From an optimization exercise on the open Yosys and OpenROAD flow, aimed at small area, a short achievable clock period and few clock cycles per item; shortcuts taken in it are not production practice.
In this exercise RTL edits were held to simulation tests only and were not proved equivalent to the original.

===== flow/design.v =====
module Milestone1 (
		input logic Clock,
		input logic Resetn,
		input logic Start,
		output logic Stop,
		output logic   [17:0]   SRAM_address,
		output logic   [15:0]   SRAM_write_data,
		output logic            SRAM_we_n,
		input  logic   [15:0]   SRAM_read_data
);
logic        running;       
logic        vrow;          
logic [4:0]  ph;            
logic [6:0]  c;             
logic [14:0] w;             
logic [17:0] rgb;           
logic        lastrow;       
logic        we;            
assign SRAM_we_n = ~we;
logic        a_rd, a_wr, a_isy, a_isv;    
logic [1:0]  a_k;
logic        k_odd, k_ybus, k_sh, k_puhl;
logic [3:0]  k_ld;          
logic [5:0]  k_src;         
logic [2:0]  k_wsel;        
logic        fle76, fe77, fe78, fe79;    
wire c79     = fe79;
wire wrap    = ((ph == 5'd9) & ~c79) | (ph == 5'd16);
wire last_wr = running & lastrow & c79 & (ph == 5'd10);
wire [4:0] phN  = wrap ? 5'd0 : ph + 5'd1;
wire [6:0] cN   = wrap ? (c79 ? 7'd0 : c + 7'd1) : c;
wire       vrN  = (wrap & c79) ? 1'b0 : vrow;
wire nle76 = wrap ? ((c <= 7'd75) | c79) : fle76;
wire ne77  = wrap ? (c == 7'd76) : fe77;
wire ne78  = wrap ? fe77 : fe78;
wire ne79  = wrap ? fe78 : fe79;
logic        d_rd, d_wr, d_isy, d_isv, d_odd, d_ybus, d_sh, d_pulo;
logic [3:0]  d_ld;
logic [1:0]  d_k;
logic [5:0]  d_src;
logic [2:0]  d_wsel;
always_comb begin
	logic real_r, le76, le77, le78, e77, e78, e79, upre, vpre, dupn;
	real_r = ~vrN;
	le76 = nle76; le77 = nle76 | ne77; le78 = le77 | ne78;
	e77 = ne77; e78 = ne78; e79 = ne79;
	upre = (real_r & le77) | (e78 & ~lastrow);
	vpre = (real_r & le76) | (e77 & ~lastrow);
	dupn = ~le77;
	d_rd = 1'b0; d_wr = 1'b0; d_isy = 1'b0; d_isv = 1'b0; d_k = 2'd0;
	d_odd = 1'b0; d_sh = 1'b0; d_src = 6'd0; d_wsel = 3'd0; d_ld = 4'd0; d_pulo = 1'b0;
	case (phN)
		5'd0: begin d_rd = upre; d_k = 2'd2; end
		5'd1: begin d_rd = real_r; d_isy = 1'b1; end
		5'd2, 5'd3, 5'd4, 5'd7, 5'd8, 5'd9: d_wr = real_r;
		5'd5: begin d_rd = vpre; d_isv = 1'b1; d_k = 2'd3; end
		5'd6: begin
			if (e79) begin d_rd = ~lastrow; d_isv = 1'b1; d_k = 2'd2; end
			else begin d_rd = real_r & le78; d_isy = 1'b1; d_k = 2'd1; end
		end
		5'd10: begin d_rd = ~lastrow; d_k = 2'd2; end
		5'd11: begin d_rd = ~lastrow; d_isv = 1'b1; d_k = 2'd3; end
		5'd13: begin d_rd = ~lastrow; d_isy = 1'b1; d_k = 2'd1; end
		default: ;
	endcase
	d_odd = (phN == 5'd1) | (phN == 5'd6);
	d_ybus = (phN == 5'd4) | (phN == 5'd9) | (e79 & (phN == 5'd16));
	d_wsel[0] = (phN == 5'd2) | (phN == 5'd7);
	d_wsel[1] = (phN == 5'd3) | (phN == 5'd8);
	d_wsel[2] = (phN == 5'd4) | (phN == 5'd9);
	if (e79 & (phN >= 5'd5)) begin
		d_sh = 1'b1;
		case (phN)
			5'd5, 5'd13: d_src = 6'b000001;
			5'd11: d_src = 6'b000010;
			5'd15: d_src = 6'b000100;
			5'd6: d_src = 6'b000100;
			5'd12, 5'd16: d_src = 6'b001000;
			5'd14: d_src = 6'b010000;
			default: d_src = 6'b100000;
		endcase
	end else begin
		case (phN)
			5'd3: begin d_sh = 1'b1; d_src = dupn ? 6'b100000 : 6'b000001; end
			5'd4: begin d_sh = 1'b1; d_src = dupn ? 6'b100000 : 6'b010000; end
			5'd8: begin d_sh = 1'b1; d_src = dupn ? 6'b100000 : 6'b000010; end
			5'd9: begin d_sh = 1'b1; d_src = dupn ? 6'b100000 : 6'b001000; end
			default: ;
		endcase
	end
	d_ld[0] = ((phN == 5'd4) & upre) | (e79 & (phN == 5'd10));                        
	d_ld[1] = ((phN == 5'd4) & upre) | (e79 & (phN == 5'd14));                        
	d_ld[2] = ((phN == 5'd9) & vpre) | (e79 & ((phN == 5'd10) | (phN == 5'd15)));     
	d_ld[3] = ((phN == 5'd9) & vpre) | (e79 & (phN == 5'd15));                        
	d_pulo = e79 & (phN == 5'd10);
end
wire [17:0] a_x = a_isy ? {{2{vrow}}, w, 1'b0} : {{3{vrow}}, w};
logic [17:0] a_c;
always_comb begin
	case ({a_isy, a_isv, a_k[0]})
		3'b100: a_c = 18'd1;            
		3'b101: a_c = 18'd2;            
		3'b010: a_c = 18'd57602;
		3'b011: a_c = 18'd57603;
		default: a_c = 18'd38402;
	endcase
end
wire [17:0] a_ad = a_x + a_c;
wire go = running & ~last_wr;
always_ff @(posedge Clock or negedge Resetn) begin
	if (~Resetn) begin
		running <= 1'b0; vrow <= 1'b1; ph <= 5'd4; c <= 7'd77; w <= 15'h7ffd;
		fle76 <= 1'b0; fe77 <= 1'b1; fe78 <= 1'b0; fe79 <= 1'b0;
		rgb <= 18'd146944;
		SRAM_address <= 18'd0; we <= 1'b0; Stop <= 1'b0;
	end else begin
		if (Start) running <= 1'b1;
		Stop <= running & lastrow & c79 & (ph == 5'd9);
		if (running) begin
			ph <= phN; c <= cN; vrow <= vrN;
			fle76 <= nle76; fe77 <= ne77; fe78 <= ne78; fe79 <= ne79;
			if (wrap) w <= w + 15'd1;
		end
		if (last_wr) begin
			running <= 1'b0; vrow <= 1'b1; ph <= 5'd4; c <= 7'd77; w <= 15'h7ffd;
			fle76 <= 1'b0; fe77 <= 1'b1; fe78 <= 1'b0; fe79 <= 1'b0;
		end
		we <= a_wr;
		SRAM_address <= a_rd ? a_ad : rgb;
		if (a_wr) rgb <= rgb + 18'd1;
		if (~running) rgb <= 18'd146944;
	end
end
always_ff @(posedge Clock) begin
	lastrow <= ~vrow & (w >= 15'd19120);
	a_rd <= go & d_rd; a_wr <= go & d_wr; a_isy <= d_isy; a_isv <= d_isv; a_k <= d_k;
	k_odd <= d_odd; k_ybus <= d_ybus; k_sh <= go & d_sh; k_ld <= {4{go}} & d_ld; k_puhl <= d_pulo;
	k_src <= d_src; k_wsel <= d_wsel;
end
logic [15:0] D;                  
logic [7:0]  pu_hi, pu_lo, pv_hi, pv_lo;
logic [7:0]  ch [0:10];          
logic [9:0]  vhold;              
logic [22:0] yt;                 
logic [8:0]  cu, cv;             
logic [10:0] cu3, cv3;           
logic        nu, nv;
logic [7:0]  b0;
always_ff @(posedge Clock) begin
	D <= SRAM_read_data;
end
logic [7:0] chin;
always_comb begin
	chin = ({8{k_src[0]}} & pv_hi) | ({8{k_src[1]}} & pv_lo) | ({8{k_src[2]}} & pu_hi)
	     | ({8{k_src[3]}} & pu_lo) | ({8{k_src[4]}} & D[15:8]) | ({8{k_src[5]}} & ch[1]);
end
integer i;
always_ff @(posedge Clock) begin
	if (k_sh) begin
		ch[0] <= chin;
		for (i = 1; i <= 10; i = i + 1) ch[i] <= ch[i-1];
	end
	if (k_ld[0]) pu_hi <= k_puhl ? D[7:0] : D[15:8];
	if (k_ld[1]) pu_lo <= D[7:0];
	if (k_ld[2]) pv_hi <= D[15:8];
	if (k_ld[3]) pv_lo <= D[7:0];
end
logic [8:0] fA, fB, fC;
always_ff @(posedge Clock) begin
	fA <= {1'b0, ch[9]} + {1'b0, chin};
	fB <= {1'b0, ch[7]} + {1'b0, ch[1]};
	fC <= {1'b0, ch[5]} + {1'b0, ch[3]} + 9'd1;
end
wire fl_1 = fA[5] ^ fA[3] ^ fA[1];
wire fl_2 = (fA[5] & fA[3]) | (fA[5] & fA[1]) | (fA[3] & fA[1]);
wire fl_3 = fA[6] ^ fA[4] ^ fA[2];
wire fl_4 = (fA[6] & fA[4]) | (fA[6] & fA[2]) | (fA[4] & fA[2]);
wire fl_5 = ~fB[0] ^ fB[3];
wire fl_6 = ~fB[0] & fB[3];
wire fl_7 = fA[7] ^ fA[5] ^ fA[3];
wire fl_8 = (fA[7] & fA[5]) | (fA[7] & fA[3]) | (fA[5] & fA[3]);
wire fl_9 = ~fB[1] ^ fB[4] ^ fB[5];
wire fl_10 = (~fB[1] & fB[4]) | (~fB[1] & fB[5]) | (fB[4] & fB[5]);
wire fl_11 = fC[0] ^ fC[2];
wire fl_12 = fC[0] & fC[2];
wire fl_13 = fA[8] ^ fA[6] ^ fA[4];
wire fl_14 = (fA[8] & fA[6]) | (fA[8] & fA[4]) | (fA[6] & fA[4]);
wire fl_15 = ~fB[2] ^ fB[5] ^ fB[6];
wire fl_16 = (~fB[2] & fB[5]) | (~fB[2] & fB[6]) | (fB[5] & fB[6]);
wire fl_17 = fC[1] ^ fC[3] ^ ~fC[8];
wire fl_18 = (fC[1] & fC[3]) | (fC[1] & ~fC[8]) | (fC[3] & ~fC[8]);
wire fl_19 = fA[7] ^ fA[5] ^ ~fB[3];
wire fl_20 = (fA[7] & fA[5]) | (fA[7] & ~fB[3]) | (fA[5] & ~fB[3]);
wire fl_21 = fB[6] ^ fB[7] ^ fC[2];
wire fl_22 = (fB[6] & fB[7]) | (fB[6] & fC[2]) | (fB[7] & fC[2]);
wire fl_23 = fC[4] ^ 1'b1;
wire fl_24 = fC[4] & 1'b1;
wire fl_25 = fA[8] ^ fA[6] ^ ~fB[4];
wire fl_26 = (fA[8] & fA[6]) | (fA[8] & ~fB[4]) | (fA[6] & ~fB[4]);
wire fl_27 = fB[7] ^ fB[8] ^ fC[3];
wire fl_28 = (fB[7] & fB[8]) | (fB[7] & fC[3]) | (fB[8] & fC[3]);
wire fl_29 = fC[5] ^ 1'b1;
wire fl_30 = fC[5] & 1'b1;
wire fl_31 = fA[7] ^ ~fB[5] ^ fB[8];
wire fl_32 = (fA[7] & ~fB[5]) | (fA[7] & fB[8]) | (~fB[5] & fB[8]);
wire fl_33 = fC[4] ^ fC[6];
wire fl_34 = fC[4] & fC[6];
wire fl_35 = fA[8] ^ ~fB[6];
wire fl_36 = fA[8] & ~fB[6];
wire fl_37 = fA[3] ^ fA[1];
wire fl_38 = fA[3] & fA[1];
wire fl_39 = fA[4] ^ fA[2] ^ fA[0];
wire fl_40 = (fA[4] & fA[2]) | (fA[4] & fA[0]) | (fA[2] & fA[0]);
wire fl_41 = fB[1] ^ fB[2];
wire fl_42 = fB[1] & fB[2];
wire fl_43 = fl_1 ^ fB[2] ^ fB[3];
wire fl_44 = (fl_1 & fB[2]) | (fl_1 & fB[3]) | (fB[2] & fB[3]);
wire fl_45 = fC[0] ^ ~fC[5] ^ 1'b1;
wire fl_46 = (fC[0] & ~fC[5]) | (fC[0] & 1'b1) | (~fC[5] & 1'b1);
wire fl_47 = fl_2 ^ fl_3 ^ fl_5;
wire fl_48 = (fl_2 & fl_3) | (fl_2 & fl_5) | (fl_3 & fl_5);
wire fl_49 = fB[4] ^ fC[1] ^ ~fC[6];
wire fl_50 = (fB[4] & fC[1]) | (fB[4] & ~fC[6]) | (fC[1] & ~fC[6]);
wire fl_51 = fl_4 ^ fl_6 ^ fl_7;
wire fl_52 = (fl_4 & fl_6) | (fl_4 & fl_7) | (fl_6 & fl_7);
wire fl_53 = fl_9 ^ fl_11 ^ ~fC[7];
wire fl_54 = (fl_9 & fl_11) | (fl_9 & ~fC[7]) | (fl_11 & ~fC[7]);
wire fl_55 = fl_8 ^ fl_10 ^ fl_12;
wire fl_56 = (fl_8 & fl_10) | (fl_8 & fl_12) | (fl_10 & fl_12);
wire fl_57 = fl_13 ^ fl_15 ^ fl_17;
wire fl_58 = (fl_13 & fl_15) | (fl_13 & fl_17) | (fl_15 & fl_17);
wire fl_59 = fl_14 ^ fl_16 ^ fl_18;
wire fl_60 = (fl_14 & fl_16) | (fl_14 & fl_18) | (fl_16 & fl_18);
wire fl_61 = fl_19 ^ fl_21 ^ fl_23;
wire fl_62 = (fl_19 & fl_21) | (fl_19 & fl_23) | (fl_21 & fl_23);
wire fl_63 = fl_20 ^ fl_22 ^ fl_24;
wire fl_64 = (fl_20 & fl_22) | (fl_20 & fl_24) | (fl_22 & fl_24);
wire fl_65 = fl_25 ^ fl_27 ^ fl_29;
wire fl_66 = (fl_25 & fl_27) | (fl_25 & fl_29) | (fl_27 & fl_29);
wire fl_67 = fl_26 ^ fl_28 ^ fl_30;
wire fl_68 = (fl_26 & fl_28) | (fl_26 & fl_30) | (fl_28 & fl_30);
wire fl_69 = fl_31 ^ fl_33 ^ 1'b1;
wire fl_70 = (fl_31 & fl_33) | (fl_31 & 1'b1) | (fl_33 & 1'b1);
wire fl_71 = fl_32 ^ fl_34 ^ fl_35;
wire fl_72 = (fl_32 & fl_34) | (fl_32 & fl_35) | (fl_34 & fl_35);
wire fl_73 = fC[5] ^ fC[7] ^ 1'b1;
wire fl_74 = (fC[5] & fC[7]) | (fC[5] & 1'b1) | (fC[7] & 1'b1);
wire fl_75 = fl_36 ^ ~fB[7] ^ fC[6];
wire fl_76 = (fl_36 & ~fB[7]) | (fl_36 & fC[6]) | (~fB[7] & fC[6]);
wire fl_77 = fC[8] ^ 1'b1;
wire fl_78 = fC[8] & 1'b1;
wire fl_79 = ~fB[8] ^ fC[7];
wire fl_80 = ~fB[8] & fC[7];
wire fl_81 = fA[2] ^ fA[0];
wire fl_82 = fA[2] & fA[0];
wire fl_83 = fl_37 ^ fB[0] ^ fB[1];
wire fl_84 = (fl_37 & fB[0]) | (fl_37 & fB[1]) | (fB[0] & fB[1]);
wire fl_85 = fl_38 ^ fl_39 ^ fl_41;
wire fl_86 = (fl_38 & fl_39) | (fl_38 & fl_41) | (fl_39 & fl_41);
wire fl_87 = fl_40 ^ fl_42 ^ fl_43;
wire fl_88 = (fl_40 & fl_42) | (fl_40 & fl_43) | (fl_42 & fl_43);
wire fl_89 = fl_44 ^ fl_46 ^ fl_47;
wire fl_90 = (fl_44 & fl_46) | (fl_44 & fl_47) | (fl_46 & fl_47);
wire fl_91 = fl_48 ^ fl_50 ^ fl_51;
wire fl_92 = (fl_48 & fl_50) | (fl_48 & fl_51) | (fl_50 & fl_51);
wire fl_93 = fl_52 ^ fl_54 ^ fl_55;
wire fl_94 = (fl_52 & fl_54) | (fl_52 & fl_55) | (fl_54 & fl_55);
wire fl_95 = fl_56 ^ fl_58 ^ fl_59;
wire fl_96 = (fl_56 & fl_58) | (fl_56 & fl_59) | (fl_58 & fl_59);
wire fl_97 = fl_60 ^ fl_62 ^ fl_63;
wire fl_98 = (fl_60 & fl_62) | (fl_60 & fl_63) | (fl_62 & fl_63);
wire fl_99 = fl_64 ^ fl_66 ^ fl_67;
wire fl_100 = (fl_64 & fl_66) | (fl_64 & fl_67) | (fl_66 & fl_67);
wire fl_101 = fl_68 ^ fl_70 ^ fl_71;
wire fl_102 = (fl_68 & fl_70) | (fl_68 & fl_71) | (fl_70 & fl_71);
wire fl_103 = fl_72 ^ fl_74 ^ fl_75;
wire fl_104 = (fl_72 & fl_74) | (fl_72 & fl_75) | (fl_74 & fl_75);
wire fl_105 = fl_76 ^ fl_78 ^ fl_79;
wire fl_106 = (fl_76 & fl_78) | (fl_76 & fl_79) | (fl_78 & fl_79);
wire fl_107 = fA[1] ^ ~fC[1];
wire fl_108 = fA[1] & ~fC[1];
wire fl_109 = fl_81 ^ fB[0] ^ ~fC[2];
wire fl_110 = (fl_81 & fB[0]) | (fl_81 & ~fC[2]) | (fB[0] & ~fC[2]);
wire fl_111 = fl_82 ^ fl_83 ^ ~fC[3];
wire fl_112 = (fl_82 & fl_83) | (fl_82 & ~fC[3]) | (fl_83 & ~fC[3]);
wire fl_113 = fl_84 ^ fl_85 ^ ~fC[4];
wire fl_114 = (fl_84 & fl_85) | (fl_84 & ~fC[4]) | (fl_85 & ~fC[4]);
wire fl_115 = fl_86 ^ fl_87 ^ fl_45;
wire fl_116 = (fl_86 & fl_87) | (fl_86 & fl_45) | (fl_87 & fl_45);
wire fl_117 = fl_88 ^ fl_89 ^ fl_49;
wire fl_118 = (fl_88 & fl_89) | (fl_88 & fl_49) | (fl_89 & fl_49);
wire fl_119 = fl_90 ^ fl_91 ^ fl_53;
wire fl_120 = (fl_90 & fl_91) | (fl_90 & fl_53) | (fl_91 & fl_53);
wire fl_121 = fl_92 ^ fl_93 ^ fl_57;
wire fl_122 = (fl_92 & fl_93) | (fl_92 & fl_57) | (fl_93 & fl_57);
wire fl_123 = fl_94 ^ fl_95 ^ fl_61;
wire fl_124 = (fl_94 & fl_95) | (fl_94 & fl_61) | (fl_95 & fl_61);
wire fl_125 = fl_96 ^ fl_97 ^ fl_65;
wire fl_126 = (fl_96 & fl_97) | (fl_96 & fl_65) | (fl_97 & fl_65);
wire fl_127 = fl_98 ^ fl_99 ^ fl_69;
wire fl_128 = (fl_98 & fl_99) | (fl_98 & fl_69) | (fl_99 & fl_69);
wire fl_129 = fl_100 ^ fl_101 ^ fl_73;
wire fl_130 = (fl_100 & fl_101) | (fl_100 & fl_73) | (fl_101 & fl_73);
wire fl_131 = fl_102 ^ fl_103 ^ fl_77;
wire fl_132 = (fl_102 & fl_103) | (fl_102 & fl_77) | (fl_103 & fl_77);
wire fl_133 = fl_104 ^ fl_105 ^ 1'b1;
wire fl_134 = (fl_104 & fl_105) | (fl_104 & 1'b1) | (fl_105 & 1'b1);
wire fl_135 = fl_106 ^ fl_80 ^ fC[8];
wire fl_136 = (fl_106 & fl_80) | (fl_106 & fC[8]) | (fl_80 & fC[8]);
wire [18:0] fl_a = {1'b1, 1'b1, fl_136, fl_134, fl_132, fl_130, fl_128, fl_126, fl_124, fl_122, fl_120, fl_118, fl_116, fl_114, fl_112, fl_110, fl_108, fl_107, fA[0]};
wire [18:0] fl_b = {1'b0, 1'b0, 1'b1, fl_135, fl_133, fl_131, fl_129, fl_127, fl_125, fl_123, fl_121, fl_119, fl_117, fl_115, fl_113, fl_111, fl_109, 1'b1, ~fC[0]};
wire [8:0]  fl_lo = {1'b0, fl_a[7:0]} + {1'b0, fl_b[7:0]};
logic [10:0] fa, fb;
logic        fc8;
always_ff @(posedge Clock) begin
	fa <= fl_a[18:8]; fb <= fl_b[18:8]; fc8 <= fl_lo[8];
end
wire [10:0] fs = fa + fb + {10'd0, fc8};
wire [9:0]  fr = {fs[10], fs[8:0]};    
wire [10:0] f3 = {2'd0, fr[8:0]} + {1'b0, fr[8:0], 1'b0};
wire [7:0]  eu = ch[6], ev = ch[7];
wire [8:0]  vsel = k_odd ? vhold[8:0] : {1'b0, ev};
wire [10:0] vs3 = {2'd0, vsel} + {1'b0, vsel, 1'b0};
wire [10:0] eu3 = {3'd0, eu} + {2'd0, eu, 1'b0};
logic [7:0] Yv;
always_ff @(posedge Clock) begin
	Yv <= k_ybus ? SRAM_read_data[15:8] : D[7:0];
end
wire ym_1 = Yv[5] ^ Yv[3];
wire ym_2 = Yv[5] & Yv[3];
wire ym_3 = Yv[6] ^ Yv[4] ^ Yv[2];
wire ym_4 = (Yv[6] & Yv[4]) | (Yv[6] & Yv[2]) | (Yv[4] & Yv[2]);
wire ym_5 = Yv[7] ^ Yv[5] ^ Yv[3];
wire ym_6 = (Yv[7] & Yv[5]) | (Yv[7] & Yv[3]) | (Yv[5] & Yv[3]);
wire ym_7 = Yv[6] ^ Yv[4] ^ Yv[1];
wire ym_8 = (Yv[6] & Yv[4]) | (Yv[6] & Yv[1]) | (Yv[4] & Yv[1]);
wire ym_9 = Yv[7] ^ Yv[5];
wire ym_10 = Yv[7] & Yv[5];
wire ym_11 = Yv[6] ^ Yv[3];
wire ym_12 = Yv[6] & Yv[3];
wire ym_13 = ~Yv[7] ^ Yv[0];
wire ym_14 = ~Yv[7] & Yv[0];
wire ym_15 = Yv[3] ^ Yv[1];
wire ym_16 = Yv[3] & Yv[1];
wire ym_17 = Yv[4] ^ Yv[2] ^ Yv[0];
wire ym_18 = (Yv[4] & Yv[2]) | (Yv[4] & Yv[0]) | (Yv[2] & Yv[0]);
wire ym_19 = ym_1 ^ Yv[1] ^ 1'b1;
wire ym_20 = (ym_1 & Yv[1]) | (ym_1 & 1'b1) | (Yv[1] & 1'b1);
wire ym_21 = ym_2 ^ ym_3 ^ 1'b1;
wire ym_22 = (ym_2 & ym_3) | (ym_2 & 1'b1) | (ym_3 & 1'b1);
wire ym_23 = ym_4 ^ ym_5 ^ Yv[0];
wire ym_24 = (ym_4 & ym_5) | (ym_4 & Yv[0]) | (ym_5 & Yv[0]);
wire ym_25 = ym_6 ^ ym_7 ^ 1'b1;
wire ym_26 = (ym_6 & ym_7) | (ym_6 & 1'b1) | (ym_7 & 1'b1);
wire ym_27 = ym_8 ^ ym_9 ^ Yv[2];
wire ym_28 = (ym_8 & ym_9) | (ym_8 & Yv[2]) | (ym_9 & Yv[2]);
wire ym_29 = ym_10 ^ ym_11 ^ 1'b1;
wire ym_30 = (ym_10 & ym_11) | (ym_10 & 1'b1) | (ym_11 & 1'b1);
wire ym_31 = ym_12 ^ Yv[7] ^ Yv[4];
wire ym_32 = (ym_12 & Yv[7]) | (ym_12 & Yv[4]) | (Yv[7] & Yv[4]);
wire [22:0] ym_a = {1'b0, Yv[7], Yv[6], ym_32, ym_30, ym_28, ym_26, ym_24, ym_22, ym_20, ym_18, ym_16, ym_15, Yv[2], ym_14, ym_13, ~Yv[6], ~Yv[5], ~Yv[4], ~Yv[3], ~Yv[2], ~Yv[1], ~Yv[0]};
wire [22:0] ym_b = {1'b0, 1'b0, 1'b0, Yv[5], ym_31, ym_29, ym_27, ym_25, ym_23, ym_21, ym_19, ym_17, 1'b1, Yv[0], Yv[1], 1'b1, 1'b0, 1'b1, 1'b1, 1'b0, 1'b0, 1'b0, 1'b1};
wire [22:0] ytn = ym_a + ym_b;
always_ff @(posedge Clock) begin
	vhold <= fr;
	yt <= ytn;
	if (k_odd) begin
		cu <= fr[8:0]; cu3 <= f3; nu <= fr[9];
		cv <= vhold[8:0]; cv3 <= vs3; nv <= vhold[9];
	end else begin
		cu <= {1'b0, eu}; cu3 <= eu3; nu <= 1'b0;
		cv <= {1'b0, ev}; cv3 <= vs3; nv <= 1'b0;
	end
end
wire clr_1 = yt[5] ^ cv3[7];
wire clr_2 = yt[5] & cv3[7];
wire clr_3 = yt[6] ^ cv3[8] ^ cv[1];
wire clr_4 = (yt[6] & cv3[8]) | (yt[6] & cv[1]) | (cv3[8] & cv[1]);
wire clr_5 = yt[7] ^ cv3[9] ^ cv[2];
wire clr_6 = (yt[7] & cv3[9]) | (yt[7] & cv[2]) | (cv3[9] & cv[2]);
wire clr_7 = yt[8] ^ cv3[10] ^ cv[3];
wire clr_8 = (yt[8] & cv3[10]) | (yt[8] & cv[3]) | (cv3[10] & cv[3]);
wire clr_9 = yt[9] ^ cv3[0] ^ cv[4];
wire clr_10 = (yt[9] & cv3[0]) | (yt[9] & cv[4]) | (cv3[0] & cv[4]);
wire clr_11 = yt[10] ^ cv3[1] ^ cv[5];
wire clr_12 = (yt[10] & cv3[1]) | (yt[10] & cv[5]) | (cv3[1] & cv[5]);
wire clr_13 = yt[11] ^ cv3[2];
wire clr_14 = yt[11] & cv3[2];
wire clr_15 = yt[12] ^ cv3[3] ^ cv[7];
wire clr_16 = (yt[12] & cv3[3]) | (yt[12] & cv[7]) | (cv3[3] & cv[7]);
wire clr_17 = yt[13] ^ cv3[0] ^ cv3[4];
wire clr_18 = (yt[13] & cv3[0]) | (yt[13] & cv3[4]) | (cv3[0] & cv3[4]);
wire clr_19 = yt[14] ^ cv3[1];
wire clr_20 = yt[14] & cv3[1];
wire clr_21 = yt[15] ^ cv3[2] ^ cv3[6];
wire clr_22 = (yt[15] & cv3[2]) | (yt[15] & cv3[6]) | (cv3[2] & cv3[6]);
wire clr_23 = yt[16] ^ cv3[3] ^ cv3[7];
wire clr_24 = (yt[16] & cv3[3]) | (yt[16] & cv3[7]) | (cv3[3] & cv3[7]);
wire clr_25 = yt[17] ^ cv3[4];
wire clr_26 = yt[17] & cv3[4];
wire clr_27 = yt[18] ^ cv3[5] ^ cv3[9];
wire clr_28 = (yt[18] & cv3[5]) | (yt[18] & cv3[9]) | (cv3[5] & cv3[9]);
wire clr_29 = yt[19] ^ cv3[6];
wire clr_30 = yt[19] & cv3[6];
wire clr_31 = yt[2] ^ cv3[4];
wire clr_32 = yt[2] & cv3[4];
wire clr_33 = yt[3] ^ cv3[5] ^ cv[1];
wire clr_34 = (yt[3] & cv3[5]) | (yt[3] & cv[1]) | (cv3[5] & cv[1]);
wire clr_35 = yt[4] ^ cv3[6] ^ cv[2];
wire clr_36 = (yt[4] & cv3[6]) | (yt[4] & cv[2]) | (cv3[6] & cv[2]);
wire clr_37 = clr_1 ^ cv[0] ^ cv[3];
wire clr_38 = (clr_1 & cv[0]) | (clr_1 & cv[3]) | (cv[0] & cv[3]);
wire clr_39 = clr_2 ^ clr_3 ^ cv[4];
wire clr_40 = (clr_2 & clr_3) | (clr_2 & cv[4]) | (clr_3 & cv[4]);
wire clr_41 = clr_4 ^ clr_5 ^ cv[5];
wire clr_42 = (clr_4 & clr_5) | (clr_4 & cv[5]) | (clr_5 & cv[5]);
wire clr_43 = clr_6 ^ clr_7 ^ cv[6];
wire clr_44 = (clr_6 & clr_7) | (clr_6 & cv[6]) | (clr_7 & cv[6]);
wire clr_45 = clr_8 ^ clr_9 ^ cv[7];
wire clr_46 = (clr_8 & clr_9) | (clr_8 & cv[7]) | (clr_9 & cv[7]);
wire clr_47 = clr_10 ^ clr_11 ^ cv[8];
wire clr_48 = (clr_10 & clr_11) | (clr_10 & cv[8]) | (clr_11 & cv[8]);
wire clr_49 = clr_12 ^ clr_13 ^ cv[6];
wire clr_50 = (clr_12 & clr_13) | (clr_12 & cv[6]) | (clr_13 & cv[6]);
wire clr_51 = clr_14 ^ clr_15 ^ 1'b1;
wire clr_52 = (clr_14 & clr_15) | (clr_14 & 1'b1) | (clr_15 & 1'b1);
wire clr_53 = clr_16 ^ clr_17 ^ cv[8];
wire clr_54 = (clr_16 & clr_17) | (clr_16 & cv[8]) | (clr_17 & cv[8]);
wire clr_55 = clr_18 ^ clr_19 ^ cv3[5];
wire clr_56 = (clr_18 & clr_19) | (clr_18 & cv3[5]) | (clr_19 & cv3[5]);
wire clr_57 = clr_20 ^ clr_21 ^ 1'b1;
wire clr_58 = (clr_20 & clr_21) | (clr_20 & 1'b1) | (clr_21 & 1'b1);
wire clr_59 = clr_22 ^ clr_23 ^ 1'b1;
wire clr_60 = (clr_22 & clr_23) | (clr_22 & 1'b1) | (clr_23 & 1'b1);
wire clr_61 = clr_24 ^ clr_25 ^ cv3[8];
wire clr_62 = (clr_24 & clr_25) | (clr_24 & cv3[8]) | (clr_25 & cv3[8]);
wire clr_63 = clr_26 ^ clr_27 ^ 1'b1;
wire clr_64 = (clr_26 & clr_27) | (clr_26 & 1'b1) | (clr_27 & 1'b1);
wire clr_65 = clr_28 ^ clr_29 ^ cv3[10];
wire clr_66 = (clr_28 & clr_29) | (clr_28 & cv3[10]) | (clr_29 & cv3[10]);
wire clr_67 = clr_30 ^ yt[20] ^ cv3[7];
wire clr_68 = (clr_30 & yt[20]) | (clr_30 & cv3[7]) | (yt[20] & cv3[7]);
wire clr_69 = yt[21] ^ cv3[8];
wire clr_70 = yt[21] & cv3[8];
wire clr_71 = yt[22] ^ cv3[9] ^ 1'b1;
wire clr_72 = (yt[22] & cv3[9]) | (yt[22] & 1'b1) | (cv3[9] & 1'b1);
wire clr_73 = cv3[10] ^ 1'b1;
wire clr_74 = cv3[10] & 1'b1;
wire [27:0] clr_a = {1'b1, clr_74, clr_72, clr_70, clr_68, clr_66, clr_64, clr_62, clr_60, clr_58, clr_56, clr_54, clr_52, clr_50, clr_48, clr_46, clr_44, clr_42, clr_40, clr_38, clr_36, clr_34, clr_32, clr_31, yt[1], yt[0], cv3[1], cv3[0]};
wire [27:0] clr_b = {1'b0, 1'b1, clr_73, clr_71, clr_69, clr_67, clr_65, clr_63, clr_61, clr_59, clr_57, clr_55, clr_53, clr_51, clr_49, clr_47, clr_45, clr_43, clr_41, clr_39, clr_37, clr_35, clr_33, cv[0], cv3[3], cv3[2], 1'b0, 1'b0};
wire [27:0] Rs = clr_a + clr_b;
wire clg_1 = yt[3] ^ ~cu3[2];
wire clg_2 = yt[3] & ~cu3[2];
wire clg_3 = yt[4] ^ ~cu3[3];
wire clg_4 = yt[4] & ~cu3[3];
wire clg_5 = yt[5] ^ ~cu3[4];
wire clg_6 = yt[5] & ~cu3[4];
wire clg_7 = yt[6] ^ ~cu3[5];
wire clg_8 = yt[6] & ~cu3[5];
wire clg_9 = yt[9] ^ ~cu3[8];
wire clg_10 = yt[9] & ~cu3[8];
wire clg_11 = yt[10] ^ ~cu3[9] ^ ~cu[2];
wire clg_12 = (yt[10] & ~cu3[9]) | (yt[10] & ~cu[2]) | (~cu3[9] & ~cu[2]);
wire clg_13 = ~cv[0] ^ ~cv[7];
wire clg_14 = ~cv[0] & ~cv[7];
wire clg_15 = yt[11] ^ ~cu3[0] ^ ~cu3[10];
wire clg_16 = (yt[11] & ~cu3[0]) | (yt[11] & ~cu3[10]) | (~cu3[0] & ~cu3[10]);
wire clg_17 = ~cu[3] ^ ~cv[1] ^ ~cv[8];
wire clg_18 = (~cu[3] & ~cv[1]) | (~cu[3] & ~cv[8]) | (~cv[1] & ~cv[8]);
wire clg_19 = yt[12] ^ ~cu3[1] ^ ~cu[4];
wire clg_20 = (yt[12] & ~cu3[1]) | (yt[12] & ~cu[4]) | (~cu3[1] & ~cu[4]);
wire clg_21 = ~cv3[0] ^ ~cv[2];
wire clg_22 = ~cv3[0] & ~cv[2];
wire clg_23 = yt[13] ^ ~cu3[2] ^ ~cu[5];
wire clg_24 = (yt[13] & ~cu3[2]) | (yt[13] & ~cu[5]) | (~cu3[2] & ~cu[5]);
wire clg_25 = ~cv3[1] ^ ~cv[3] ^ 1'b1;
wire clg_26 = (~cv3[1] & ~cv[3]) | (~cv3[1] & 1'b1) | (~cv[3] & 1'b1);
wire clg_27 = yt[14] ^ ~cu3[3] ^ ~cu[6];
wire clg_28 = (yt[14] & ~cu3[3]) | (yt[14] & ~cu[6]) | (~cu3[3] & ~cu[6]);
wire clg_29 = ~cv3[2] ^ ~cv[4];
wire clg_30 = ~cv3[2] & ~cv[4];
wire clg_31 = yt[15] ^ ~cu3[4] ^ ~cu[7];
wire clg_32 = (yt[15] & ~cu3[4]) | (yt[15] & ~cu[7]) | (~cu3[4] & ~cu[7]);
wire clg_33 = ~cv3[3] ^ ~cv[5];
wire clg_34 = ~cv3[3] & ~cv[5];
wire clg_35 = yt[16] ^ ~cu3[5] ^ ~cu[8];
wire clg_36 = (yt[16] & ~cu3[5]) | (yt[16] & ~cu[8]) | (~cu3[5] & ~cu[8]);
wire clg_37 = ~cv3[4] ^ ~cv[6] ^ 1'b1;
wire clg_38 = (~cv3[4] & ~cv[6]) | (~cv3[4] & 1'b1) | (~cv[6] & 1'b1);
wire clg_39 = yt[17] ^ ~cu3[6] ^ ~cv3[5];
wire clg_40 = (yt[17] & ~cu3[6]) | (yt[17] & ~cv3[5]) | (~cu3[6] & ~cv3[5]);
wire clg_41 = yt[18] ^ ~cu3[7] ^ ~cv3[6];
wire clg_42 = (yt[18] & ~cu3[7]) | (yt[18] & ~cv3[6]) | (~cu3[7] & ~cv3[6]);
wire clg_43 = yt[1] ^ ~cu3[0];
wire clg_44 = yt[1] & ~cu3[0];
wire clg_45 = yt[2] ^ ~cu3[1];
wire clg_46 = yt[2] & ~cu3[1];
wire clg_47 = clg_1 ^ ~cv[0] ^ ~cv[5];
wire clg_48 = (clg_1 & ~cv[0]) | (clg_1 & ~cv[5]) | (~cv[0] & ~cv[5]);
wire clg_49 = clg_2 ^ clg_3 ^ ~cv[1];
wire clg_50 = (clg_2 & clg_3) | (clg_2 & ~cv[1]) | (clg_3 & ~cv[1]);
wire clg_51 = clg_4 ^ clg_5 ^ ~cv[2];
wire clg_52 = (clg_4 & clg_5) | (clg_4 & ~cv[2]) | (clg_5 & ~cv[2]);
wire clg_53 = clg_6 ^ clg_7 ^ ~cv[3];
wire clg_54 = (clg_6 & clg_7) | (clg_6 & ~cv[3]) | (clg_7 & ~cv[3]);
wire clg_55 = clg_8 ^ yt[7] ^ ~cu3[6];
wire clg_56 = (clg_8 & yt[7]) | (clg_8 & ~cu3[6]) | (yt[7] & ~cu3[6]);
wire clg_57 = yt[8] ^ ~cu3[7] ^ ~cu[0];
wire clg_58 = (yt[8] & ~cu3[7]) | (yt[8] & ~cu[0]) | (~cu3[7] & ~cu[0]);
wire clg_59 = clg_9 ^ ~cu[1] ^ ~cv[6];
wire clg_60 = (clg_9 & ~cu[1]) | (clg_9 & ~cv[6]) | (~cu[1] & ~cv[6]);
wire clg_61 = clg_10 ^ clg_11 ^ clg_13;
wire clg_62 = (clg_10 & clg_11) | (clg_10 & clg_13) | (clg_11 & clg_13);
wire clg_63 = clg_12 ^ clg_14 ^ clg_15;
wire clg_64 = (clg_12 & clg_14) | (clg_12 & clg_15) | (clg_14 & clg_15);
wire clg_65 = clg_16 ^ clg_18 ^ clg_19;
wire clg_66 = (clg_16 & clg_18) | (clg_16 & clg_19) | (clg_18 & clg_19);
wire clg_67 = clg_20 ^ clg_22 ^ clg_23;
wire clg_68 = (clg_20 & clg_22) | (clg_20 & clg_23) | (clg_22 & clg_23);
wire clg_69 = clg_24 ^ clg_26 ^ clg_27;
wire clg_70 = (clg_24 & clg_26) | (clg_24 & clg_27) | (clg_26 & clg_27);
wire clg_71 = clg_28 ^ clg_30 ^ clg_31;
wire clg_72 = (clg_28 & clg_30) | (clg_28 & clg_31) | (clg_30 & clg_31);
wire clg_73 = clg_32 ^ clg_34 ^ clg_35;
wire clg_74 = (clg_32 & clg_34) | (clg_32 & clg_35) | (clg_34 & clg_35);
wire clg_75 = clg_36 ^ clg_38 ^ clg_39;
wire clg_76 = (clg_36 & clg_38) | (clg_36 & clg_39) | (clg_38 & clg_39);
wire clg_77 = clg_40 ^ clg_41 ^ ~cv[8];
wire clg_78 = (clg_40 & clg_41) | (clg_40 & ~cv[8]) | (clg_41 & ~cv[8]);
wire clg_79 = clg_42 ^ yt[19] ^ ~cu3[8];
wire clg_80 = (clg_42 & yt[19]) | (clg_42 & ~cu3[8]) | (yt[19] & ~cu3[8]);
wire clg_81 = yt[20] ^ ~cu3[9] ^ ~cv3[8];
wire clg_82 = (yt[20] & ~cu3[9]) | (yt[20] & ~cv3[8]) | (~cu3[9] & ~cv3[8]);
wire clg_83 = yt[21] ^ ~cu3[10];
wire clg_84 = yt[21] & ~cu3[10];
wire clg_85 = yt[22] ^ ~cv3[10];
wire clg_86 = yt[22] & ~cv3[10];
wire clg_87 = clg_43 ^ ~cv[3];
wire clg_88 = clg_43 & ~cv[3];
wire clg_89 = clg_44 ^ clg_45 ^ ~cv[4];
wire clg_90 = (clg_44 & clg_45) | (clg_44 & ~cv[4]) | (clg_45 & ~cv[4]);
wire clg_91 = clg_46 ^ clg_47 ^ 1'b1;
wire clg_92 = (clg_46 & clg_47) | (clg_46 & 1'b1) | (clg_47 & 1'b1);
wire clg_93 = clg_48 ^ clg_49 ^ ~cv[6];
wire clg_94 = (clg_48 & clg_49) | (clg_48 & ~cv[6]) | (clg_49 & ~cv[6]);
wire clg_95 = clg_50 ^ clg_51 ^ ~cv[7];
wire clg_96 = (clg_50 & clg_51) | (clg_50 & ~cv[7]) | (clg_51 & ~cv[7]);
wire clg_97 = clg_52 ^ clg_53 ^ ~cv[8];
wire clg_98 = (clg_52 & clg_53) | (clg_52 & ~cv[8]) | (clg_53 & ~cv[8]);
wire clg_99 = clg_54 ^ clg_55 ^ ~cv[4];
wire clg_100 = (clg_54 & clg_55) | (clg_54 & ~cv[4]) | (clg_55 & ~cv[4]);
wire clg_101 = clg_56 ^ clg_57 ^ ~cv[5];
wire clg_102 = (clg_56 & clg_57) | (clg_56 & ~cv[5]) | (clg_57 & ~cv[5]);
wire clg_103 = clg_58 ^ clg_59 ^ 1'b1;
wire clg_104 = (clg_58 & clg_59) | (clg_58 & 1'b1) | (clg_59 & 1'b1);
wire clg_105 = clg_60 ^ clg_61 ^ 1'b1;
wire clg_106 = (clg_60 & clg_61) | (clg_60 & 1'b1) | (clg_61 & 1'b1);
wire clg_107 = clg_62 ^ clg_63 ^ clg_17;
wire clg_108 = (clg_62 & clg_63) | (clg_62 & clg_17) | (clg_63 & clg_17);
wire clg_109 = clg_64 ^ clg_65 ^ clg_21;
wire clg_110 = (clg_64 & clg_65) | (clg_64 & clg_21) | (clg_65 & clg_21);
wire clg_111 = clg_66 ^ clg_67 ^ clg_25;
wire clg_112 = (clg_66 & clg_67) | (clg_66 & clg_25) | (clg_67 & clg_25);
wire clg_113 = clg_68 ^ clg_69 ^ clg_29;
wire clg_114 = (clg_68 & clg_69) | (clg_68 & clg_29) | (clg_69 & clg_29);
wire clg_115 = clg_70 ^ clg_71 ^ clg_33;
wire clg_116 = (clg_70 & clg_71) | (clg_70 & clg_33) | (clg_71 & clg_33);
wire clg_117 = clg_72 ^ clg_73 ^ clg_37;
wire clg_118 = (clg_72 & clg_73) | (clg_72 & clg_37) | (clg_73 & clg_37);
wire clg_119 = clg_74 ^ clg_75 ^ ~cv[7];
wire clg_120 = (clg_74 & clg_75) | (clg_74 & ~cv[7]) | (clg_75 & ~cv[7]);
wire clg_121 = clg_76 ^ clg_77 ^ 1'b1;
wire clg_122 = (clg_76 & clg_77) | (clg_76 & 1'b1) | (clg_77 & 1'b1);
wire clg_123 = clg_78 ^ clg_79 ^ ~cv3[7];
wire clg_124 = (clg_78 & clg_79) | (clg_78 & ~cv3[7]) | (clg_79 & ~cv3[7]);
wire clg_125 = clg_80 ^ clg_81 ^ 1'b1;
wire clg_126 = (clg_80 & clg_81) | (clg_80 & 1'b1) | (clg_81 & 1'b1);
wire clg_127 = clg_82 ^ clg_83 ^ ~cv3[9];
wire clg_128 = (clg_82 & clg_83) | (clg_82 & ~cv3[9]) | (clg_83 & ~cv3[9]);
wire clg_129 = clg_84 ^ clg_85 ^ 1'b1;
wire clg_130 = (clg_84 & clg_85) | (clg_84 & 1'b1) | (clg_85 & 1'b1);
wire [27:0] clg_a = {1'b1, 1'b1, clg_130, clg_128, clg_126, clg_124, clg_122, clg_120, clg_118, clg_116, clg_114, clg_112, clg_110, clg_108, clg_106, clg_104, clg_102, clg_100, clg_98, clg_96, clg_94, clg_92, clg_90, clg_88, clg_87, yt[0], ~cv[1], ~cv[0]};
wire [27:0] clg_b = {1'b0, 1'b0, clg_86, clg_129, clg_127, clg_125, clg_123, clg_121, clg_119, clg_117, clg_115, clg_113, clg_111, clg_109, clg_107, clg_105, clg_103, clg_101, clg_99, clg_97, clg_95, clg_93, clg_91, clg_89, 1'b1, ~cv[2], 1'b0, 1'b1};
wire [27:0] Gs = clg_a + clg_b;
wire clb_1 = yt[8] ^ cu[0] ^ cu[3];
wire clb_2 = (yt[8] & cu[0]) | (yt[8] & cu[3]) | (cu[0] & cu[3]);
wire clb_3 = yt[9] ^ cu[1] ^ cu[4];
wire clb_4 = (yt[9] & cu[1]) | (yt[9] & cu[4]) | (cu[1] & cu[4]);
wire clb_5 = yt[10] ^ cu[2] ^ cu[5];
wire clb_6 = (yt[10] & cu[2]) | (yt[10] & cu[5]) | (cu[2] & cu[5]);
wire clb_7 = yt[11] ^ cu[3] ^ cu[6];
wire clb_8 = (yt[11] & cu[3]) | (yt[11] & cu[6]) | (cu[3] & cu[6]);
wire clb_9 = yt[5] ^ cu[0];
wire clb_10 = yt[5] & cu[0];
wire clb_11 = yt[6] ^ cu[1] ^ cu3[5];
wire clb_12 = (yt[6] & cu[1]) | (yt[6] & cu3[5]) | (cu[1] & cu3[5]);
wire clb_13 = yt[7] ^ cu[2] ^ cu3[6];
wire clb_14 = (yt[7] & cu[2]) | (yt[7] & cu3[6]) | (cu[2] & cu3[6]);
wire clb_15 = clb_1 ^ cu3[7] ^ cu3[10];
wire clb_16 = (clb_1 & cu3[7]) | (clb_1 & cu3[10]) | (cu3[7] & cu3[10]);
wire clb_17 = clb_2 ^ clb_3 ^ cu3[8];
wire clb_18 = (clb_2 & clb_3) | (clb_2 & cu3[8]) | (clb_3 & cu3[8]);
wire clb_19 = clb_4 ^ clb_5 ^ cu3[9];
wire clb_20 = (clb_4 & clb_5) | (clb_4 & cu3[9]) | (clb_5 & cu3[9]);
wire clb_21 = clb_6 ^ clb_7 ^ cu3[10];
wire clb_22 = (clb_6 & clb_7) | (clb_6 & cu3[10]) | (clb_7 & cu3[10]);
wire clb_23 = clb_8 ^ yt[12] ^ cu[4];
wire clb_24 = (clb_8 & yt[12]) | (clb_8 & cu[4]) | (yt[12] & cu[4]);
wire clb_25 = yt[13] ^ cu[5];
wire clb_26 = yt[13] & cu[5];
wire clb_27 = yt[1] ^ cu3[0];
wire clb_28 = yt[1] & cu3[0];
wire clb_29 = yt[2] ^ cu3[1] ^ cu3[4];
wire clb_30 = (yt[2] & cu3[1]) | (yt[2] & cu3[4]) | (cu3[1] & cu3[4]);
wire clb_31 = yt[3] ^ cu3[2] ^ cu3[5];
wire clb_32 = (yt[3] & cu3[2]) | (yt[3] & cu3[5]) | (cu3[2] & cu3[5]);
wire clb_33 = yt[4] ^ cu3[3] ^ cu3[6];
wire clb_34 = (yt[4] & cu3[3]) | (yt[4] & cu3[6]) | (cu3[3] & cu3[6]);
wire clb_35 = clb_9 ^ cu3[4] ^ cu3[7];
wire clb_36 = (clb_9 & cu3[4]) | (clb_9 & cu3[7]) | (cu3[4] & cu3[7]);
wire clb_37 = clb_10 ^ clb_11 ^ cu3[8];
wire clb_38 = (clb_10 & clb_11) | (clb_10 & cu3[8]) | (clb_11 & cu3[8]);
wire clb_39 = clb_12 ^ clb_13 ^ cu3[9];
wire clb_40 = (clb_12 & clb_13) | (clb_12 & cu3[9]) | (clb_13 & cu3[9]);
wire clb_41 = clb_14 ^ clb_15 ^ 1'b1;
wire clb_42 = (clb_14 & clb_15) | (clb_14 & 1'b1) | (clb_15 & 1'b1);
wire clb_43 = clb_16 ^ clb_17 ^ 1'b1;
wire clb_44 = (clb_16 & clb_17) | (clb_16 & 1'b1) | (clb_17 & 1'b1);
wire clb_45 = clb_18 ^ clb_19 ^ 1'b1;
wire clb_46 = (clb_18 & clb_19) | (clb_18 & 1'b1) | (clb_19 & 1'b1);
wire clb_47 = clb_20 ^ clb_21 ^ 1'b1;
wire clb_48 = (clb_20 & clb_21) | (clb_20 & 1'b1) | (clb_21 & 1'b1);
wire clb_49 = clb_22 ^ clb_23 ^ cu[7];
wire clb_50 = (clb_22 & clb_23) | (clb_22 & cu[7]) | (clb_23 & cu[7]);
wire clb_51 = clb_24 ^ clb_25 ^ cu[8];
wire clb_52 = (clb_24 & clb_25) | (clb_24 & cu[8]) | (clb_25 & cu[8]);
wire clb_53 = clb_26 ^ yt[14] ^ cu[6];
wire clb_54 = (clb_26 & yt[14]) | (clb_26 & cu[6]) | (yt[14] & cu[6]);
wire clb_55 = yt[15] ^ cu[0] ^ cu[7];
wire clb_56 = (yt[15] & cu[0]) | (yt[15] & cu[7]) | (cu[0] & cu[7]);
wire clb_57 = yt[16] ^ cu[1] ^ cu[8];
wire clb_58 = (yt[16] & cu[1]) | (yt[16] & cu[8]) | (cu[1] & cu[8]);
wire clb_59 = yt[17] ^ cu[2];
wire clb_60 = yt[17] & cu[2];
wire clb_61 = yt[18] ^ cu[3];
wire clb_62 = yt[18] & cu[3];
wire clb_63 = yt[19] ^ cu[4] ^ 1'b1;
wire clb_64 = (yt[19] & cu[4]) | (yt[19] & 1'b1) | (cu[4] & 1'b1);
wire clb_65 = yt[20] ^ cu[5] ^ 1'b1;
wire clb_66 = (yt[20] & cu[5]) | (yt[20] & 1'b1) | (cu[5] & 1'b1);
wire clb_67 = yt[21] ^ cu[6] ^ 1'b1;
wire clb_68 = (yt[21] & cu[6]) | (yt[21] & 1'b1) | (cu[6] & 1'b1);
wire clb_69 = yt[22] ^ cu[7];
wire clb_70 = yt[22] & cu[7];
wire clb_71 = cu[8] ^ 1'b1;
wire clb_72 = cu[8] & 1'b1;
wire [27:0] clb_a = {1'b1, clb_72, clb_70, clb_68, clb_66, clb_64, clb_62, clb_60, clb_58, clb_56, clb_54, clb_52, clb_50, clb_48, clb_46, clb_44, clb_42, clb_40, clb_38, clb_36, clb_34, clb_32, clb_30, clb_28, clb_27, yt[0], cu3[1], cu3[0]};
wire [27:0] clb_b = {1'b0, 1'b1, clb_71, clb_69, clb_67, clb_65, clb_63, clb_61, clb_59, clb_57, clb_55, clb_53, clb_51, clb_49, clb_47, clb_45, clb_43, clb_41, clb_39, clb_37, clb_35, clb_33, clb_31, clb_29, cu3[3], cu3[2], 1'b0, 1'b0};
wire [27:0] Bs = clb_a + clb_b;
logic [37:0] o;                  
always_ff @(posedge Clock) o <= {Rs[27:16], Gs[27:16], Bs[27:16], nu, nv};
function automatic [7:0] clip(input logic [11:0] x, input logic z);
	clip = (z | x[11]) ? 8'd0 : (|x[10:8]) ? 8'd255 : x[7:0];
endfunction
wire [7:0] oR = clip(o[37:26], o[0]), oG = clip(o[25:14], o[1] | o[0]), oB = clip(o[13:2], o[1]);
logic [15:0] gb;
always_ff @(posedge Clock) begin
	b0 <= oB;
	gb <= {oG, oB};
	SRAM_write_data <= ({16{k_wsel[0]}} & {oR, oG}) | ({16{k_wsel[1]}} & {b0, oR})
	                 | ({16{k_wsel[2]}} & gb);
end
endmodule

===== flow/flow/run.sh =====
#!/bin/bash
set -euo pipefail
export SETUP_SLACK_MARGIN=9.3
export TNS_END_PERCENT=10
export BUFFER_PORTS_ARGS="-buffer_cell sky130_fd_sc_hd__buf_4"
bash standard.sh > standard.log 2>&1

===== flow/standard.sh =====
#!/bin/bash
# synth_recipe.tcl (not shown) runs the flow's synth.tcl, then flattens the netlist and writes it again
# the make line also repeats each setting of config.mk as NAME=value (left out here)
make -C /OpenROAD-flow-scripts/flow DESIGN_CONFIG=/design/flow/config.mk WORK_HOME=/design/flow/orfs CLKGATE_MAP_FILE= SYNTH_SCRIPT=/design/flow/synth_recipe.tcl "${@:-finish}"

===== flow/config.mk =====
export PLATFORM = sky130hd
export DESIGN_NAME = Milestone1
export DESIGN_NICKNAME = Milestone1
export VERILOG_FILES = /design/flow/design.v
export SDC_FILE = /design/flow/constraint.sdc
export NUM_CORES = 4
export LEC_CHECK = 0
export CAP_MARGIN = 20
export CORE_MARGIN = 2
export CORE_UTILIZATION = 30
export CTS_CLUSTER_DIAMETER = 140
export CTS_CLUSTER_SIZE = 24
export PLACE_DENSITY = 0.5
export SLEW_MARGIN = 20

===== flow/constraint.sdc =====
create_clock -name core_clock -period 13.0 [get_ports {Clock}]
set_input_delay 2.6000 -clock core_clock [delete_from_list [all_inputs] [get_ports {Clock}]]
set_output_delay 2.6000 -clock core_clock [all_outputs]
set_load 0.01 [all_outputs]

==> results of run 1 <==
[stage by stage]
stage,area [um2],worst slack (ps)
6_report,26500,9180
4_1_cts,26400,9180
3_5_place_dp,25600,8880
3_3_place_gp,25600,9050
5_1_grt,26500,9030
2_1_floorplan,24100,9340
[worst max-delay path by stage]
stage                             endpoint  cells after the start
final                        o[23]$_DFF_P_                     14
after global routing         o[23]$_DFF_P_                     12
after CTS                 SRAM_address[11]                      1
after detailed placement     o[12]$_DFF_P_                     14
after global placement       o[12]$_DFF_P_                     14
after floorplan              o[18]$_DFF_P_                     15
[registers in the layout (all words and copies together), names as in the netlist, 9 cells and up]
signal,flops
D,16
SRAM_write_data,16
rgb,18
cu,9
cu3,10
fa,9
SRAM_address,18
yt,23
o,38
w,15
vhold,10
fC,9
ch,80
fB,9
cv3,11
gb,16
fA,9
[cell usage after synthesis (11+ instances only)]
library cell	instances	area [um2]
o21bai_1	18	135
dfstp_2	27	709
o21ai_1	18	90.1
nor2_1	94	353
nor2b_1	16	100
o211ai_1	15	113
or3_1	16	100
mux2i_1	11	110
o21ai_0	68	340
clkbuf_1	38	143
and2_1	22	138
a21o_1	26	195
a31oi_1	13	81.3
ha_1	242	3030
inv_1	371	1390
a211oi_1	15	113
mux2_2	43	484
xor2_1	43	377
a22oi_1	34	255
dfxtp_1	235	4700
xnor2_1	79	692
dfrtp_1	44	1100
o21a_1	34	255
nand2b_1	15	93.8
edfxtp_1	112	3360
fa_1	157	3140
nand4_1	22	138
nor3_1	13	65.1
a21oi_1	94	470
nand3_1	43	215
nand2_1	114	428
[layer usage]
metal | GRT usage [%] | up-vias
li1 | - | 7543
met1 | 18.5 | 7563
met2 | 24.7 | 265
met3 | 1.53 | 81
met4 | 5.09 | 0
met5 | 0 | -
[critical path: cells and delay by family (launching register included)]
kind	cells	cell delay, ps
adder cells (fa/ha/maj)	4	1710
AO/OA/AOI/OAI	6	1250
flip-flops	1	400
buffers and inverters	3	220
XOR/XNOR	1	140
[cells by family after synthesis]
family                     count (synthesis)  share of synthesized area, %
buffers and inverters                    425                          6.71
DFF                                      418                          41.0
AOI/OAI and AO/OA                        412                          11.4
adders and majority gates                399                          25.6
and+or+nand+nor                          396                          8.10
xor gates and xnor gates                 123                          4.50
muxes                                     57                          2.64
[cell type report]
type                            instances  area, um2  area share, %
Multi-Input combinational cell       1387      12700           48.0
Sequential cell                       418       9910           37.4
Inverter                              373       1400           5.29
Tap cell                             1050       1310           4.96
Clock buffer                           33        592           2.24
Timing Repair Buffer                   64        480           1.82
Clock inverter                          5       75.1          0.284
[what timing repair did]
| action | 4_1_cts | 5_1_grt |
|---|---|---|
| endpoints found under the hold margin | 0 | 0 |
| buffers inserted | 3 | 2 |
| hold buffers | 0 | 0 |
| pin swaps | 6 | 5 |
| resized for setup | 20 | 19 |
| endpoints found under the setup margin | 42 | 44 |
| cloned | 0 | 0 |
==> results.ini, run 1 <==
[outcome]
status=no timing/DRC/antenna violations

[worst_setup_path]
setup.worst_path.start=cu[6]$_DFF_P_
regToRegSetupSlack_ps=9180
reg2reg_from=cu[6]$_DFF_P_
crit_required_ps=13490
startpoint_type=flip-flop
path_cells=inv_1 -> fa_1 -> inv_1 -> fa_1 -> fa_1 -> inv_1 -> ha_1 -> a211oi_2 -> o21ai_1 -> a21oi_2 -> o31ai_4 -> a311o_1 -> a31oi_4 -> xnor2_1
slowest_stage=fa_1
max_stage_delay_ps=520
end_kind=flip-flop
ff2ff_path_depth=14
cp_max_fo=4
cp.arrival_ps=4310
r2r-end=o[23]$_DFF_P_
critPathKind=reg2reg

[floorplanning]
dieWidth_um=287
core-area_um2=79300
num_rows=103
die_area_um2=82600
start_util_pct=30.4
num_io_pins=55
die_y_um=287

[hold_path]
holdPathStages=0
hold_path.class=reg2reg
hp-start=nu$_SDFF_PN0_
holdPathEnd=o[1]$_DFF_P_

[detailed_routing]
vias=15452
dr.pass1.iters=5
detail-route-antenna-nets=0
routedWlPerCell_um=17.5
drtIter0Drc=819
routed_wl_um=58300
highest_layer=met4
wl_met3_um=1690
viasPerCell=4.64
wl_met2_um=28100
route.detailed.drc=0
met1Wirelength_um=26300

[synth]
syn_nets=2648
ys_types=86
synth_flop_cell=dfxtp_1
yosysWarningCount=2
ys_seq_area_share_pct=41.0
netlist_instances=2230
async_flop_share_pct=17.0
synth_edf_count=112
synth_seq_cells=418
synth_area_um2=24100
syn-mean-instance-area_um2=10.8

[layout]
final_layout_size_suffix_gt1_share_pct=9.82
nNetsFinal=2684
final_cell_mix=inv_1, ha_1, dfxtp_1, fa_1, nand2_1
instances_no_fill=3330
mostFrequentLayoutCell=inv_1
final_util_pct=33.4
antenna_cells=0
area_growth_pct=9.88
num-fill-cells=8071

[cts]
path_clk_slew_ps=110
h-tree-depth=1
clockBufferDepth=3
cts_root_buffer=clkbuf_16
numCtsBuffers=22
clock_latency_ps=610
cts_sinks=418
tritoncts=built

[grt]
grtUsageTotal_pct=14.3
grt_remaining_overflow=0
grt_pass1_wl_um=92100
antenna_found_initial=1
grt_max_degree=81
grt_pass1_vias=16087

[timing]
slew_headroom_pct=28.4
fin_hold_ws_ps=338
rsz0062_at_grt=yes
worstMarginPinSlew_ps=1070
setup_viol=0
max_freq_mhz=262
post-route-min-period_ps=3820
drv_slew=0
fin_skew_ps=51.7
fin_crit_sh_pct=29.4
hold_viol=0
tns_ps=0

[run]
cap_violations=0

[placed_design]
place_inst=3287
gp_congestion=0.898
port_buffers=54
dp_hpwl_um=46400

Testbench counts, summed over its fixed seeds: cycles 774,832, frames 4.
==> run 2, diff against run 1 <==
==> flow/flow/run.sh (replaced) <==
#!/bin/bash
set -euo pipefail
export SETUP_SLACK_MARGIN=9.3
export TNS_END_PERCENT=10
export BUFFER_PORTS_ARGS="-buffer_cell sky130_fd_sc_hd__buf_2"
bash standard.sh > standard.log 2>&1
--- a/flow/config.mk
+++ b/flow/config.mk
@@ -7,8 +7,8 @@
 export LEC_CHECK = 0
 export CAP_MARGIN = 20
 export CORE_MARGIN = 2
-export CORE_UTILIZATION = 30
+export CORE_UTILIZATION = 55
 export CTS_CLUSTER_DIAMETER = 140
 export CTS_CLUSTER_SIZE = 24
-export PLACE_DENSITY = 0.5
+export PLACE_DENSITY = 0.75
 export SLEW_MARGIN = 20
==> run 2 against run 1 <==
Net effect: first-iteration DRC count grew 26%; via count grew 1.5%; non-clock buffer count grew 7; flip-flop and latch count is the same; core utilization grew 26 points; critical endpoint is now o[22]$_DFF_P_; clock skew shrank 32 ps; worst setup slack gained 75 ps; global-route usage grew 9.7 points; worst hold slack is essentially flat; still clean.
==> results.ini, run 2 <==
[synth]
synth_area_um2=24100  ; unchanged
yosys.area.top_type=dfxtp_1  ; unchanged
post_synth_most_frequent_cells=inv_1, ha_1, dfxtp_1  ; unchanged
netlist_instances=2230  ; unchanged
async_flop_share_pct=17.0  ; unchanged
syn_nets=2648  ; unchanged
ys_seq_area_share_pct=41.0  ; unchanged
synthTopCellsByArea=dfxtp_1, edfxtp_1, fa_1, ha_1, inv_1  ; unchanged
ys_types=86  ; unchanged
synth.most_common_cell=inv_1  ; unchanged
synth_flop_cell=dfxtp_1  ; unchanged
synth_top_area_share_pct=19.5  ; unchanged
syn-mean-instance-area_um2=10.8  ; unchanged
yosysWarningCount=2  ; unchanged
synth_seq_cells=418  ; unchanged
synth_edf_count=112  ; unchanged

[timing]
drv_slew=0  ; unchanged
setup_slack_ps=9260  ; was 9180 ps
worstMarginPinSlew_ps=1010  ; was 1070 ps
post-route-min-period_ps=3740  ; was 3820 ps
fin_crit_sh_pct=28.8  ; was 29.4%
setup_viol=0  ; unchanged
tns_ps=0  ; unchanged
max_freq_mhz=267  ; was 262 MHz
slew_headroom_pct=32.5  ; was 28.4%
fin_skew_ps=19.6  ; was 51.7 ps
hold_viol=0  ; unchanged
rsz0062_at_grt=yes  ; unchanged

[detailed_routing]
highest_layer=met4  ; unchanged
met1Wirelength_um=23600  ; was 26300 um
routedWlPerCell_um=18.3  ; was 17.5 um
route.detailed.drc=0  ; unchanged
wl_met2_um=25100  ; was 28100 um
wl_met3_um=2190  ; was 1690 um
dr.pass1.iters=7  ; was 5
viasPerCell=5.47  ; was 4.64
drtIter0Drc=1033  ; was 819
detail-route-antenna-nets=0  ; unchanged
routed_wl_um=52400  ; was 58300 um
vias=15684  ; was 15452

[placed_design]
port_buffers=54  ; unchanged
pre_cts_slack_ps=9020  ; was 8880 ps
post_dp_cell_area_um2=24900  ; was 25600 um2
gp_congestion=0.955  ; was 0.898
dp_hpwl_um=41100  ; was 46400 um

[cts]
clockBufferDepth=3  ; unchanged
numCtsBuffers=21  ; was 22
cts_sinks=418  ; unchanged
cts_root_buffer=clkbuf_16  ; unchanged
tritoncts=built  ; unchanged
h-tree-depth=1  ; unchanged
clock_latency_ps=570  ; was 610 ps
path_clk_slew_ps=100  ; was 110 ps

[grt]
grt_max_degree=81  ; unchanged
grtUsageTotal_pct=24.0  ; was 14.3%
grt_remaining_overflow=0  ; unchanged
antenna_found_initial=0  ; was 1
grt_pass1_wl_um=85300  ; was 92100 um
grt_pass1_vias=16444  ; was 16087

[floorplanning]
dieWidth_um=213  ; was 287 um
start_util_pct=55.8  ; was 30.4%
num_rows=76  ; was 103
core-area_um2=43200  ; was 79300 um2
die_area_um2=45500  ; was 82600 um2
die_y_um=213  ; was 287 um
num_io_pins=55  ; unchanged

[layout]
area_growth_pct=7.27  ; was 9.88%
final_cell_area_um2=25800  ; was 26500 um2
antenna_cells=0  ; unchanged
seq_area_um2=9930  ; was 9910 um2
final_layout_size_suffix_gt1_share_pct=11.0  ; was 9.82%
largest_reg_flops=80  ; unchanged
nNetsFinal=2690  ; was 2684
multiInputGateArea_um2=12800  ; was 12700 um2
num-fill-cells=3439  ; was 8071
mostFrequentLayoutCell=inv_1  ; unchanged
final_cell_mix=inv_1, ha_1, dfxtp_1, fa_1, nand2_1  ; unchanged
largest_registers=ch x80, o x38, yt x23  ; unchanged
largest-register=ch  ; unchanged

[hold_path]
hold_path.class=reg2reg  ; unchanged

[worst_setup_path]
slowest_stage=fa_1  ; unchanged
crit_required_ps=13450  ; was 13490 ps
max_stage_delay_ps=560  ; was 520 ps
end_kind=flip-flop  ; unchanged
path_cells=inv_1 -> fa_1 -> fa_1 -> inv_1 -> fa_1 -> ha_4 -> a21oi_1 -> o21ai_0 -> a21o_1 -> and2_1 -> a311o_1 -> and2_4 -> xor2_1  ; was inv_1 -> fa_1 -> inv_1 -> fa_1 -> fa_1 -> inv_1 -> ha_1 -> a211oi_2 -> o21ai_1 -> a21oi_2 -> o31ai_4 -> a311o_1 -> a31oi_4 -> xnor2_1
critPathKind=reg2reg  ; unchanged
path_common_cell=fa_1
startpoint_type=flip-flop  ; unchanged
cp_max_fo=5  ; was 4
cp.arrival_ps=4200  ; was 4310 ps

[run]
cap_violations=0  ; unchanged

[outcome]
status=no timing/DRC/antenna violations  ; unchanged

-- run 2: cell type report --
cell class	count	area share [%]
Clock buffer	33	2.25
Clock inverter	2	0.0968
Inverter	373	5.43
Multi-Input combinational cell	1387	49.4
Sequential cell	418	38.4
Tap cell	585	2.83
Timing Repair Buffer	71	1.54
-- run 2: cells by family after synthesis --
logic type	after synthesis	synth area share, %
buffers and inverters	425	6.71
DFF	418	41.0
AOI/OAI and AO/OA	412	11.4
adders and majority gates	399	25.6
and+or+nand+nor	396	8.10
xor gates and xnor gates	123	4.50
muxes	57	2.64
-- run 2: repair_timing --
action,in CTS,in global routing
pin swaps,7,14
setup buffers,6,6
resized for setup,25,50
setup endpoints to repair,20,39
hold buffers,0,0
-- run 2: stage by stage --
step | hold slack (ps) | util (%) | std cells
6_report | 339 | 59.9 | 2869
4_1_cts | 343 | 59.4 | 2862
3_5_place_dp | 312 | 57.7 | 2821
3_3_place_gp | 311 | 57.7 | 2821
2_1_floorplan | 310 | - | 2230
5_1_grt | 349 | 59.9 | 2869
-- run 2: path summary, 6_finish.rpt --
check	start	end	slack [ps]	cells after the start
min	nu$_SDFF_PN0_	o[1]$_DFF_P_	340	0
max in group asynchronous	Resetn	ph[0]$_DFFE_PN0P_	10220	2
max	yt[16]$_DFF_P_	o[22]$_DFF_P_	9260	13
min reg2reg	nu$_SDFF_PN0_	o[1]$_DFF_P_	340	0
max reg2reg	yt[16]$_DFF_P_	o[22]$_DFF_P_	9260	13
min in group asynchronous	Resetn	SRAM_address[14]$_DFF_PN0_	2220	2
-- run 2: routing by layer --
metal,track usage [%],vias up
met2,40.9,314
met4,7.47,0
li1,-,7543
met3,2.66,76
met1,32.3,7751
met5,0,-
-- run 2: worst max-delay path, delay by kind of cell, from the launching register on --
family                     cells  cell delay, ps
AOI/OAI and AO/OA              4             790
and+or+nand+nor                2             360
adders and majority gates      4            1830
xor gates and xnor gates       1             140
buffers and inverters          2             130
DFF                            1             380

## re-timing with driven ports
How much do the figures lean on ideal ports? The routed layouts below were timed once more, with nothing changed but the port constraints.
Step 1, drivers: a clkbuf_16 drives Clock and a buf_2 each remaining input, both assumed.
Step 2 times the ports against the registers' clock, not the clock port: input delays grow and output delays shrink by t, the midpoint of the rising clock arrivals with the driver on.
Three values: no drivers, after step 1, after step 2; two values: the first two.
| run | shift t [ns] | setup WS [ns] | hold slack, ns |
|---|---|---|---|
| run 1 | 0.641 | 9.182 / 9.182 / 9.182 | 0.338 / 0.338 / 0.338 |
| run 2 | 0.615 | 9.257 / 9.232 / 9.257 | 0.339 / 0.339 / 0.339 |
After both steps every run listed still meets setup and hold.
